From an optimization exercise on the open Yosys and OpenROAD flow, aimed at small area, a short achievable clock period and few clock cycles; shortcuts taken in it are not production practice. The RTL was checked by simulation tests, not by an equivalence proof against the original design.

Design ysyx_22050058_top, start of the top module:
module ysyx_22050058_top(
    input   wire            clk,
    input   wire            rst,
    output  wire [63:0]     imem_addr,
    input   wire [63:0]     imem_rdata,
    output  wire            dmem_ren,
    output  wire [63:0]     dmem_raddr,
    input   wire [63:0]     dmem_rdata,
    output  wire            dmem_wen,
    output  wire [63:0]     dmem_waddr,
    output  wire [63:0]     dmem_wdata,
    output  wire [7:0]      dmem_wmask,
    output  wire            halt
);
Settings: LEC_CHECK=0, CAP_MARGIN=20, CELL_PAD_IN_SITES_DETAIL_PLACEMENT=1, CELL_PAD_IN_SITES_GLOBAL_PLACEMENT=1, CORE_MARGIN=2, CORE_UTILIZATION=35, CTS_CLUSTER_DIAMETER=60, CTS_CLUSTER_SIZE=20, PLACE_DENSITY=0.55, SLEW_MARGIN=20, SYNTH_HIERARCHICAL=1, SYNTH_MINIMUM_KEEP_SIZE=0, TNS_END_PERCENT=0; clock period 15.0 ns.
standard.sh (not shown) runs the stock make flow with config.mk's settings and CLKGATE_MAP_FILE= SYNTH_SCRIPT=/design/flow/synth_recipe.tcl, a recipe that flattens the netlist after the stock synthesis.
==> flow/flow/run.sh <==
#!/bin/bash
set -euo pipefail
bash standard.sh SETUP_SLACK_MARGIN=12 finish > standard_flow.log 2>&1
Testbench counts at the start, summed over its fixed seeds: cycles 148,266.
Then changed:
--- a/flow/design.v
+++ b/flow/design.v
@@ -88,54 +88,38 @@
     wire [6:0] ndb  = ndig(b1, sb);
     wire       swap = (nda < ndb);                
     wire [6:0] ndm  = swap ? nda : ndb;
     wire       mneg = swap ? an : bn;
     wire [63:0] mc  = swap ? b1 : a1;
     wire        mcs = swap ? sb : sa;
     localparam MW = 65 + MK;
-    reg [MW-1:0] cs_s, cs_c, cs_x, cs_t, cs_m;
+    reg [MW-1:0] cs_s, cs_c, cs_x, cs_t;
     integer j;
     always @(*) begin
-        cs_m = {{MK{dv[64]}}, dv};
-        cs_x = q[0] ? cs_m : {MW{1'b0}};
-        cs_t = q[1] ? (cs_m << 1) : {MW{1'b0}};
         cs_s = {{MK{acc[64]}}, acc};
-        cs_c = ((cs_s & cs_x) | (cs_s & cs_t) | (cs_x & cs_t)) << 1;
-        cs_s = cs_s ^ cs_x ^ cs_t;
-        for (j = 2; j < MK; j = j + 1) begin
-            cs_x = q[j] ? (cs_m << j) : {MW{1'b0}};
+        cs_c = {MW{1'b0}};
+        for (j = 0; j < MK; j = j + 1) begin
+            cs_x = q[j] ? ({{MK{dv[64]}}, dv} << j) : {MW{1'b0}};
             cs_t = cs_s ^ cs_c ^ cs_x;
             cs_c = ((cs_s & cs_c) | (cs_s & cs_x) | (cs_c & cs_x)) << 1;
             cs_s = cs_t;
         end
     end
     wire          mstep = (st == S_MSTEP);
     wire          dadd  = acc[64] & ((st == S_DSTEP) | (st == S_DCOR));
     wire [MW-1:0] ad_a  = mstep ? cs_s : {{MK{acc[64]}}, acc};
     wire [MW-1:0] ad_b  = mstep ? cs_c : ({{MK{dv[64]}}, dv} ^ {MW{~dadd}});
     wire [MW-1:0] ms    = ad_a + ad_b + {{(MW-1){1'b0}}, ~mstep & ~dadd};
     function [6:0] clz;
         input [63:0] v;
-        reg [6:0] c [0:63];
-        reg       z [0:63];
-        integer lv, g;
+        integer n;
         begin
-            for (g = 0; g < 64; g = g + 1) begin
-                z[g] = ~v[63-g];
-                c[g] = {6'd0, ~v[63-g]};
-            end
-            for (lv = 0; lv < 6; lv = lv + 1) begin
-                for (g = 0; g < 32; g = g + 1) begin
-                    if (g < (32 >> lv)) begin
-                        c[g] = z[2*g] ? ((7'd1 << lv) + c[2*g+1]) : c[2*g];
-                        z[g] = z[2*g] & z[2*g+1];
-                    end
-                end
-            end
-            clz = c[0];
+            clz = 7'd64;
+            for (n = 0; n < 64; n = n + 1)
+                if (v[n]) clz = 7'd63 - n[6:0];
         end
     endfunction
     wire [6:0] clz_r  = clz(acc[63:0]);
     wire [6:0] clz_d  = clz(dv[63:0]);
     wire       d_zero = (dv[63:0] == 64'd0);
     wire       d_big  = (clz_d < clz_r);                  
     wire [6:0] nq     = clz_d - clz_r + 7'd1;            
@@ -189,15 +173,15 @@
             else case (st)
                 S_IDLE:  ;
                 S_MSTEP: if (cnt == 7'd1) st <= mneg_r ? S_MCOR : S_FIN;
                 S_MCOR:  st <= S_FIN;
                 S_DNEG:  st <= S_DPRE;
                 S_DPRE:  st <= (d_zero | d_big) ? S_FIN : S_DSH;
                 S_DSH:   st <= dpow ? S_FIN : S_DSTEP;
-                S_DSTEP: if (cnt == 7'd1) st <= S_DCOR;
+                S_DSTEP: if (cnt == 7'd1) st <= t1n ? S_DCOR : S_FIN;
                 S_DCOR:  st <= S_FIN;
                 S_FIN:   st <= S_DONE;
                 S_DONE:  if (port_free | killed | (rd_r == 5'd0)) st <= S_IDLE;
                 default: st <= S_IDLE;
             endcase
         end
     end
@@ -252,15 +236,15 @@
             S_DSTEP: begin
                 acc <= ms[64:0];
                 q   <= {q[62:0], ~t1n};
                 if (cnt != 7'd1) dv <= {1'b0, dv[64:1]};
                 cnt <= cnt - 7'd1;
             end
             S_DCOR: begin
-                if (acc[64]) acc <= ms[64:0];       
+                acc <= ms[64:0];
             end
             default: ;
         endcase
     end
 endmodule
 module ysyx_22050058_regfile (
     input  wire        clk,
@@ -325,31 +309,23 @@
     input  wire [3:0]  ridx,
     output wire        flip,
     input  wire        upd,
     input  wire [3:0]  widx,
     input  wire        agree
 );
     reg [1:0] cnt [0:15];
-    reg       upd_q, agree_q;
-    reg [3:0] widx_q;
     integer i;
     always @(posedge clk) begin
         if (rst) begin
-            upd_q <= 1'b0;
             for (i = 0; i < 16; i = i + 1) cnt[i] <= 2'b01;
-        end else begin
-            upd_q   <= upd;
-            agree_q <= agree;
-            widx_q  <= widx;
-            if (upd_q) begin
-                if (agree_q) begin
-                    if (cnt[widx_q] != 2'b00) cnt[widx_q] <= cnt[widx_q] - 2'b01;
-                end else begin
-                    if (cnt[widx_q] != 2'b11) cnt[widx_q] <= cnt[widx_q] + 2'b01;
-                end
+        end else if (upd) begin
+            if (agree) begin
+                if (cnt[widx] != 2'b00) cnt[widx] <= cnt[widx] - 2'b01;
+            end else begin
+                if (cnt[widx] != 2'b11) cnt[widx] <= cnt[widx] + 2'b01;
             end
         end
     end
     assign flip = cnt[ridx][1];
 endmodule
 module ysyx_22050058_dec (
     input  wire [31:0] ir,
Worst setup slack loses 0.17 ns.
Design area decreases by 1.3%.
Die area barely changes.
Core utilization fell by 0.60 points.
Routed wire length rose by 0.46%.
Cell count stays flat.
First-iteration DRC count drops by 3.1%.
Sequential cell count went down by 10.
Hold slack gets better by 0.0088 ns.
Testbench counts after the change, summed over its fixed seeds: cycles 148,123.

==> re-timing with driven ports <==
The results above use ideal ports. As a check the final layouts listed here were re-extracted and re-timed, cells and wires unchanged.
Step 1 sets driving cells, clkbuf_16 on the clock port and buf_2 on the other inputs (assumed; they add their load-dependent delay and slew).
Step 2 adds t to the input delays and takes it off the output delays; t is the mean of the earliest and latest rising clock arrival at the registers after step 1. Input paths then give back, and output paths get back, about the clock's delay inside the block.
a / b / c = no drivers / after step 1 / after step 2; a / b = the first two.
run	shift t [ns]	setup slack, ns	latest minus earliest clock arrival (ns)	worst slew at a driven data input, ns
the first run	1.096	8.795 / 8.795 / 8.057	0.096 / 0.096	0.37
the second run	1.101	8.629 / 8.629 / 7.710	0.086 / 0.086	0.36
After both steps every run listed still meets setup and hold. The setup slack of the second run, which loses most, moves by 0.000 ns with the drivers and by -0.919 ns with both steps.
